Context: an optimization exercise on an open-source flow, tuned for small area. The choices shown serve that exercise and are no tape-out recipe. Function was checked by simulation only, so behaviour that the tests miss may differ from the original. No activity file was given, so power comes from the tool's default toggle rates.

## flow/design.v

```verilog
module stopwatch (
    clk,
    KeyA, KeyB, KeyC,
    HEX0, HEX1, HEX2, HEX3, HEX4, HEX5, HEX6, HEX7,
    led_g, led_r1, led_r2
);
    input clk;
    input KeyA;
    input KeyB;
    input KeyC;
    output [6:0] HEX0, HEX1, HEX2, HEX3, HEX4, HEX5, HEX6, HEX7;
    output [2:0] led_g;
    output [8:0] led_r1;
    output [8:0] led_r2;
    wire rstn = KeyC;
    function [6:0] seg;
        input [3:0] d;
        case (d)
            4'd0: seg = 7'b100_0000;
            4'd1: seg = 7'b111_1001;
            4'd2: seg = 7'b010_0100;
            4'd3: seg = 7'b011_0000;
            4'd4: seg = 7'b001_1001;
            4'd5: seg = 7'b001_0010;
            4'd6: seg = 7'b000_0010;
            4'd7: seg = 7'b111_1000;
            4'd8: seg = 7'b000_0000;
            4'd9: seg = 7'b001_0000;
            default: seg = 7'bxxx_xxxx;
        endcase
    endfunction
    reg [2:0] ph;
    always @(posedge clk or negedge rstn)
        if (!rstn) ph <= 3'd0;
        else ph <= ph + 3'd1;
    wire tick = (ph == 3'd3);
    reg reset, on_off, pause;
    reg [6:0] pa, pb;
    reg as, al, bs, bl;
    reg [14:0] P;      
    reg L;             
    reg Bk;            
    reg [14:0] D2;     
    reg [6:0] q;       
    reg [3:0] r;
    reg W;             
    reg [3:0] dc;      
    reg [14:0] ring [0:7];
    reg [14:0] S8;
    reg [14:0] RB;     
    reg wp;            
    wire [3:0] p0 = P[3:0], p1 = P[7:4], p2 = P[11:8];
    wire [2:0] p3 = P[14:12];
    wire c0 = L & (p0 == 4'd9);
    wire c1 = c0 & (p1 == 4'd9);
    wire c2 = c1 & (p2 == 4'd9);
    wire [3:0] i0 = c0 ? 4'd0 : p0 + {3'd0, L};
    wire [3:0] i1 = c1 ? 4'd0 : p1 + {3'd0, c0};
    wire [3:0] i2 = c2 ? 4'd0 : p2 + {3'd0, c1};
    wire [2:0] i3 = p3 + {2'd0, c2};
    wire [14:0] cnt = {i3, i2, i1, i0};
    wire c6000 = i3[2] & i3[1];
    wire cz = (q == 7'd0) & (r == 4'd0);
    wire [3:0] sum = (q != 7'd0) ? 4'd9 : (r != 4'd0) ? r : (W ? 4'd9 : 4'd0);
    wire a_dn = !KeyA, b_dn = !KeyB;
    wire a_long_set  = a_dn & (pa == 7'd100);
    wire b_long_set  = b_dn & (pb == 7'd100);
    wire a_short_set = !a_dn & (pa > 7'd1) & (pa < 7'd100);
    wire b_short_set = !b_dn & (pb > 7'd1) & (pb < 7'd100);
    wire r_as   = reset & as;
    wire o_as   = !reset & on_off & as;
    wire o_al   = !reset & on_off & !as & al;
    wire o_bs   = !reset & on_off & !as & !al & bs;
    wire pp     = !reset & !on_off & pause;
    wire p_as   = pp & as;
    wire p_al   = pp & !as & al;
    wire p_bs   = pp & !as & !al & bs;
    wire p_bl   = pp & !as & !al & !bs & bl;
    always @(posedge clk or negedge rstn) begin
        if (!rstn) begin
            reset <= 1'b1; on_off <= 1'b0; pause <= 1'b0;
            pa <= 7'd0; pb <= 7'd0;
            as <= 1'b0; al <= 1'b0; bs <= 1'b0; bl <= 1'b0;
            P <= 15'd0; L <= 1'b0; Bk <= 1'b0; D2 <= 15'd0;
            q <= 7'd0; r <= 4'd0; W <= 1'b0; dc <= 4'd0;
        end else if (tick) begin
            if (a_dn) begin
                if (pa != 7'd101) pa <= pa + 7'd1;
            end else
                pa <= 7'd0;
            if (b_dn) begin
                if (pb != 7'd101) pb <= pb + 7'd1;
            end else
                pb <= 7'd0;
            if (r_as | o_as | p_as) as <= 1'b0;
            else if (a_short_set) as <= 1'b1;
            if (o_al | p_al) al <= 1'b0;
            else if (a_long_set) al <= 1'b1;
            if (o_bs | p_bs) bs <= 1'b0;
            else if (b_short_set) bs <= 1'b1;
            if (p_bl) bl <= 1'b0;
            else if (b_long_set) bl <= 1'b1;
            if (r_as) begin reset <= 1'b0; on_off <= 1'b1; end
            if (o_as) begin on_off <= 1'b0; pause <= 1'b1; end
            if (o_al) begin on_off <= 1'b0; reset <= 1'b1; end
            if (p_as) begin on_off <= 1'b1; end
            if (p_al) begin reset <= 1'b1; end
            if (p_as | p_al) pause <= 1'b0;
            else if (c6000) pause <= 1'b1;
            if (on_off) begin
                P <= cnt; L <= !c6000 & !pause; Bk <= 1'b0;
            end else if (reset) begin
                P <= c6000 ? cnt : 15'd0; L <= 1'b0; Bk <= 1'b1;
            end
            if (reset) begin
                q <= 7'd0; r <= 4'd0; W <= 1'b0;
            end else if (o_bs) begin
                if (q == 7'd113 && r == 4'd6) begin
                    q <= 7'd0; r <= 4'd0; W <= 1'b1;
                end else if (r == 4'd8) begin
                    q <= q + 7'd1; r <= 4'd0;
                end else
                    r <= r + 4'd1;
            end
            if (reset | o_as | (c6000 & !p_bs & !p_bl))
                dc <= 4'd0;
            else if (p_bs)
                dc <= (dc == sum) ? 4'd0 : dc + 4'd1;
            else if (p_bl & !cz)
                dc <= (q == 7'd0) ? 4'd1 : r + 4'd1;
            if (pause)
                D2 <= (dc == 4'd0) ? 15'd0 : (dc == 4'd9) ? S8 : RB;
            else if (reset)
                D2 <= 15'd0;
        end
    end
    reg [3:0] dc_n;
    always @* begin
        dc_n = dc;
        if (reset | o_as | (c6000 & !p_bs & !p_bl))
            dc_n = 4'd0;
        else if (p_bs)
            dc_n = (dc == sum) ? 4'd0 : dc + 4'd1;
        else if (p_bl & !cz)
            dc_n = (q == 7'd0) ? 4'd1 : r + 4'd1;
    end
    wire [3:0] ws = (r != 4'd0) ? r - 4'd1 : (q == 7'd0 && W) ? 4'd6 : 4'd8;
    wire [2:0] rs = ~ph;
    wire wr = wp & !ws[3] & (ws[2:0] == rs);
    wire [14:0] fb = wr ? P : ring[7];
    wire [3:0] tgt = tick ? dc_n : dc;
    integer j;
    always @(posedge clk) begin
        ring[0] <= fb;
        for (j = 1; j < 8; j = j + 1) ring[j] <= ring[j-1];
        if (wp & ws[3]) S8 <= P;
        if (tgt - 4'd1 == {1'b0, rs}) RB <= fb;
        if (tick) wp <= o_bs;
    end
    wire [14:0] Pd = Bk ? 15'd0 : P;
    assign HEX0 = seg(Pd[3:0]);
    assign HEX1 = seg(Pd[7:4]);
    assign HEX2 = seg(Pd[11:8]);
    assign HEX3 = seg({1'b0, Pd[14:12]});
    assign HEX4 = seg(D2[3:0]);
    assign HEX5 = seg(D2[7:4]);
    assign HEX6 = seg(D2[11:8]);
    assign HEX7 = seg({1'b0, D2[14:12]});
    assign led_g = reset ? 3'b100 : on_off ? 3'b010 : pause ? 3'b001 : 3'b000;
    wire [3:0] s = sum;
    assign led_r1 = (s == 4'd0) ? 9'd0 : (9'b1_0000_0000 >> (s - 4'd1));
    assign led_r2 = (dc == 4'd0) ? 9'd0 : (9'b1_0000_0000 >> (dc - 4'd1));
endmodule
```

## flow/run.sh

```bash
#!/bin/bash
# synth_recipe.tcl (not shown) runs the flow's synth.tcl, then flattens the netlist and writes it again
# the make line also repeats each setting of config.mk as NAME=value (left out here)
make -C /OpenROAD-flow-scripts/flow DESIGN_CONFIG=/design/flow/config.mk WORK_HOME=/design/flow/orfs CLKGATE_MAP_FILE= SYNTH_SCRIPT=/design/flow/synth_recipe.tcl finish
```

## flow/config.mk

```make
export PLATFORM = sky130hd
export DESIGN_NAME = stopwatch
export DESIGN_NICKNAME = stopwatch
export VERILOG_FILES = /design/flow/design.v
export SDC_FILE = /design/flow/constraint.sdc
export NUM_CORES = 4
export LEC_CHECK = 0
export ABC_AREA = 1
export CAP_MARGIN = 20
export CORE_MARGIN = 2
export CORE_UTILIZATION = 40
export SLEW_MARGIN = 20
```

## flow/constraint.sdc

```tcl
create_clock -name core_clock -period 20.0 [get_ports {clk}]
set_input_delay 4.0000 -clock core_clock [delete_from_list [all_inputs] [get_ports {clk}]]
set_output_delay 4.0000 -clock core_clock [all_outputs]
set_load 0.01 [all_outputs]
```

==> impl_results.md <==
* Yosys reg bits at 223
* Vias in the first global route at approximately 6400
* Setup violators final at 0
* CP Data Arrival Time at 2980 ps
* Peak VDD IR at about 0.040 mV
* Max-slew violations at 0
* PostCTS Resize Cnt at 0
* Final WL at about 19000 um
* Worst-skew pair later-pin latency at 510 ps
* Core Rows at 55
* Setup ws final at 13020 ps
* Residual DRC at 0
* CTS buffer count at 23
* Seq/Total Area, Yosys at 0.551
* Power Density at 80.0 nW/um^2
* Dpl ws at between 10000 and 15000 ps
* Final Hold Fails at 0
* Final core occ at 0.494
* Vias at 6586
* Global route overflow at 0
* Post-synth cell types at just over 50
* RD Place Congestion at between 0.8 and 0.9
* Largest net degree at the start of global routing at between 70 and 80
* Clk root buf: clkbuf_16
* Syn. warnings at 2
* Buf/Inv on CP at 3
* Min-delay worst type: reg2reg
* Tot Pwr at around 900 uW
* Port Buffers at 80
* Critical path class: reg2out
* Initial antenna violation count at 0
* Final antenna-violating net count at 0
* Mapped Area at between 9000 and 10000 um^2
* Status: no timing/DRC/antenna violations
* Final-layout fill cell count at 2102
* Antenna Cells at 0
* Area delta synth->final at 20.8%
* DIE AREA at roughly 25000 um^2
* Hpwl dp at ~13000 um
* I/O pins at about 80
* CP delay by family, top: buffers and inverters
* Syn Area/Cell at around 9.4 um^2
* H-tree depth at 1
* Max Cap Violations at 0
* Tmin final at between 6000 and 7000 ps
* Crit end category: primary output
* Slew headroom at 0.354
* CORE AREA at ~23000 um^2
* Starting Density at 0.409
* Crit-path max FO at 8
* First-pass GRT wire length at between 30000 and 40000 um
* Worst-path cell chain: inv_1 -> ha_1 -> nand2_4 -> nand2_2 -> nand3_2 -> nor2_1 -> nand2_1 -> o21ai_0 -> inv_1 -> a21oi_1 -> nand2_1 -> nor2_1 -> clkdlybuf4s50_1
* Maximum clock rate at around 0.14 GHz
* CTS tree: built
* CP max stage cell: clkdlybuf4s50_1
* Async SR Flop Fraction at 0.323
* Synth Instances at between 900 and 1000
* Hold buffer count at cts at 0
* Final Instance Count excl. Fillers at approximately 1400
* Setup TNS at 0 ps
* Clock Sinks at around 220
* DR pass1 iterations at 5
* Seq. cell area at just over 5000 um^2
* Post-CTS Setup Bufs at 0
* Inst Count DP at between 1000 and 1500
* Share of layout cells above drive strength 1 at 0.0865
* Clock Pin Slew Worst Setup and Hold Paths at about 60 ps
* Worst EP required at roughly 16000 ps
* Final #Nets at ~1200
* Pleak at ~0.0050 uW
* Area of the multi-input gates at 3530 um^2
* Final worst path period share at 0.349
* RSZ-0062 raised after global routing: no
* Chip width at between 150 and 200 um
* Die Height at around 160 um
* EDFF count, synth at 31
* Iteration-0 DRC Markers at roughly 420
* Critical Path Source Type: register
* Worst Max-Slew Pin Slew at a little under 1000 ps
* Clock skew at approximately 11 ps
* CP max stage delay at approximately 540 ps
* Vias per inst at ~4.7
* WL/cell at ~13 um
* Most used DFF post-synth: dfxtp_1
* Clk buf depth at 3
* Total Routing Usage GR at 0.158
* Post-Syn Nets at roughly 1100
[kinds of logic (layout without fill, tap and decap cells)]
family                     after synthesis  after routing  synth area share
xor gates and xnor gates                16             16            0.0150
DFF                                    223            223             0.551
buffers and inverters                  167            277            0.0698
AOI/OAI and AO/OA                      155            155            0.0992
adders and majority gates               67             67            0.0900
and+or+nand+nor                        360            360             0.175
[final timing paths]
path	end	startpoint	depth (start not counted)	slack, ps
setup / recovery	led_r1[7]	r[0]	13	13020
hold / removal	ring[1][12]	ring[0][12]	0	320
setup reg to reg	RB[12]	P[2]	22	16300
hold reg to reg	ring[1][12]	ring[0][12]	0	320
max in group asynchronous	D2[9]	KeyC	1	15730
min in group asynchronous	pb[2]	KeyC	1	3650
[worst reg2reg max path, stage by stage, from the launching register on]
cell	delay, ps
dfrtp_1	420
nor2_1	60
nand4_1	120
inv_1	100
nand2_1	120
inv_1	70
nand2_1	120
inv_1	60
ha_1	180
ha_1	190
xnor2_1	250
nor2_1	100
nand3_1	90
nand2_1	150
a21oi_2	200
a21oi_4	100
ha_1	310
xnor2_1	170
nand2_1	70
nor2_1	100
nand2_1	50
nor2_1	100
buf_4	260
[flip-flops by register name (all words and copies together) (netlist names), 4 cells and up]
| signal | flops |
|---|---|
| dc | 4 |
| q | 7 |
| r | 4 |
| P | 15 |
| ring | 120 |
| pb | 7 |
| RB | 15 |
| S8 | 15 |
| D2 | 15 |
| pa | 7 |
[cell usage after synthesis, types with 6 or more instances]
library cell,number,area (um^2)
o32ai_1,15,131
clkbuf_1,13,48.8
inv_1,139,522
ha_1,67,838
nor3_1,22,110
nand4_1,8,50.1
inv_2,10,37.5
edfxtp_1,31,931
dfxtp_1,120,2400
dfrtp_1,71,1780
a21oi_1,45,225
nand2_2,7,43.8
xor2_1,11,96.3
nand2_1,127,477
o21ai_0,61,305
nor2_1,129,484
nor2_4,6,67.6
o22ai_1,10,62.6
nand3_1,35,175
[metal layers]
metal	GRT usage	part of all wire	vias up
met5	0	0	-
met3	0.0249	0.039	26
met1	0.224	0.51	3050
met2	0.252	0.44	113
met4	0.0389	0.016	0
li1	-	-	3397
[report_power, final]
group	total, uW	switching, uW	internal, uW
sequential	458	1.28	456
combinational	8.87	6.40	2.46
clock	434	176	258
[through the flow]
step	instance area, um^2	hold WS [ps]
floorplan	9320	310
global placement	10500	310
detailed placement	10500	312
CTS	11300	321
global route	11300	328
finish	11300	319
[final cells by class]
class / instances / area share
flip-flops and latches: 223 / 0.456
multi-input cells: 598 / 0.314
repair buffers: 85 / 0.0743
clock buffers: 31 / 0.0650
inverters: 150 / 0.0505
well taps: 313 / 0.0348
clock inverters: 11 / 0.00545
[cell usage in the layout, fill, tap and decap left out, drive strengths merged, types with 2 or more instances in the layout]
master         synthesis  final
edfxtp                31     31
dfxtp                120    120
xor2                  11     11
o211ai                 2      2
nand4                  8      8
o22ai                 10     10
inv                  150    153
nor3                  24     24
ha                    67     67
nand2                137    137
o21ai                 67     67
nor2                 140    140
dfrtp                 71     71
or2                    3      3
nor4                   5      5
clkdlybuf4s50          0     79
o32ai                 15     15
a21oi                 51     51
nand3                 38     38
nor3b                  4      4
clkbuf                13     31
clkinv                 0      8
buf                    4      6
xnor2                  5      5

## what the ideal ports hide
The flow's constraints put no driver on any port. The routed layout listed below was extracted and timed again, unchanged, in two steps.
Step 1: set_driving_cell puts a clkbuf_16 on clk and a buf_2 on each other input, an assumption about the parent block.
Step 2 adds t to the input delays and takes it off the output delays; t is the mean of the earliest and latest rising clock arrival at the registers after step 1. Input paths then give back, and output paths get back, about the clock's delay inside the block.
Slacks: ideal ports / drivers / drivers and shift; pairs: ideal ports / drivers.
shift t [ns]: 0.550
setup slack, ns: 13.017 / 12.971 / 13.520
worst setup path at the end: register to output
latest minus earliest clock arrival (ns): 0.012 / 0.013
worst data-port slew with drivers (ns): 0.03
After both steps setup and hold are still met in this run. The setup slack of this run moves by -0.046 ns with the drivers and by +0.503 ns with both steps.
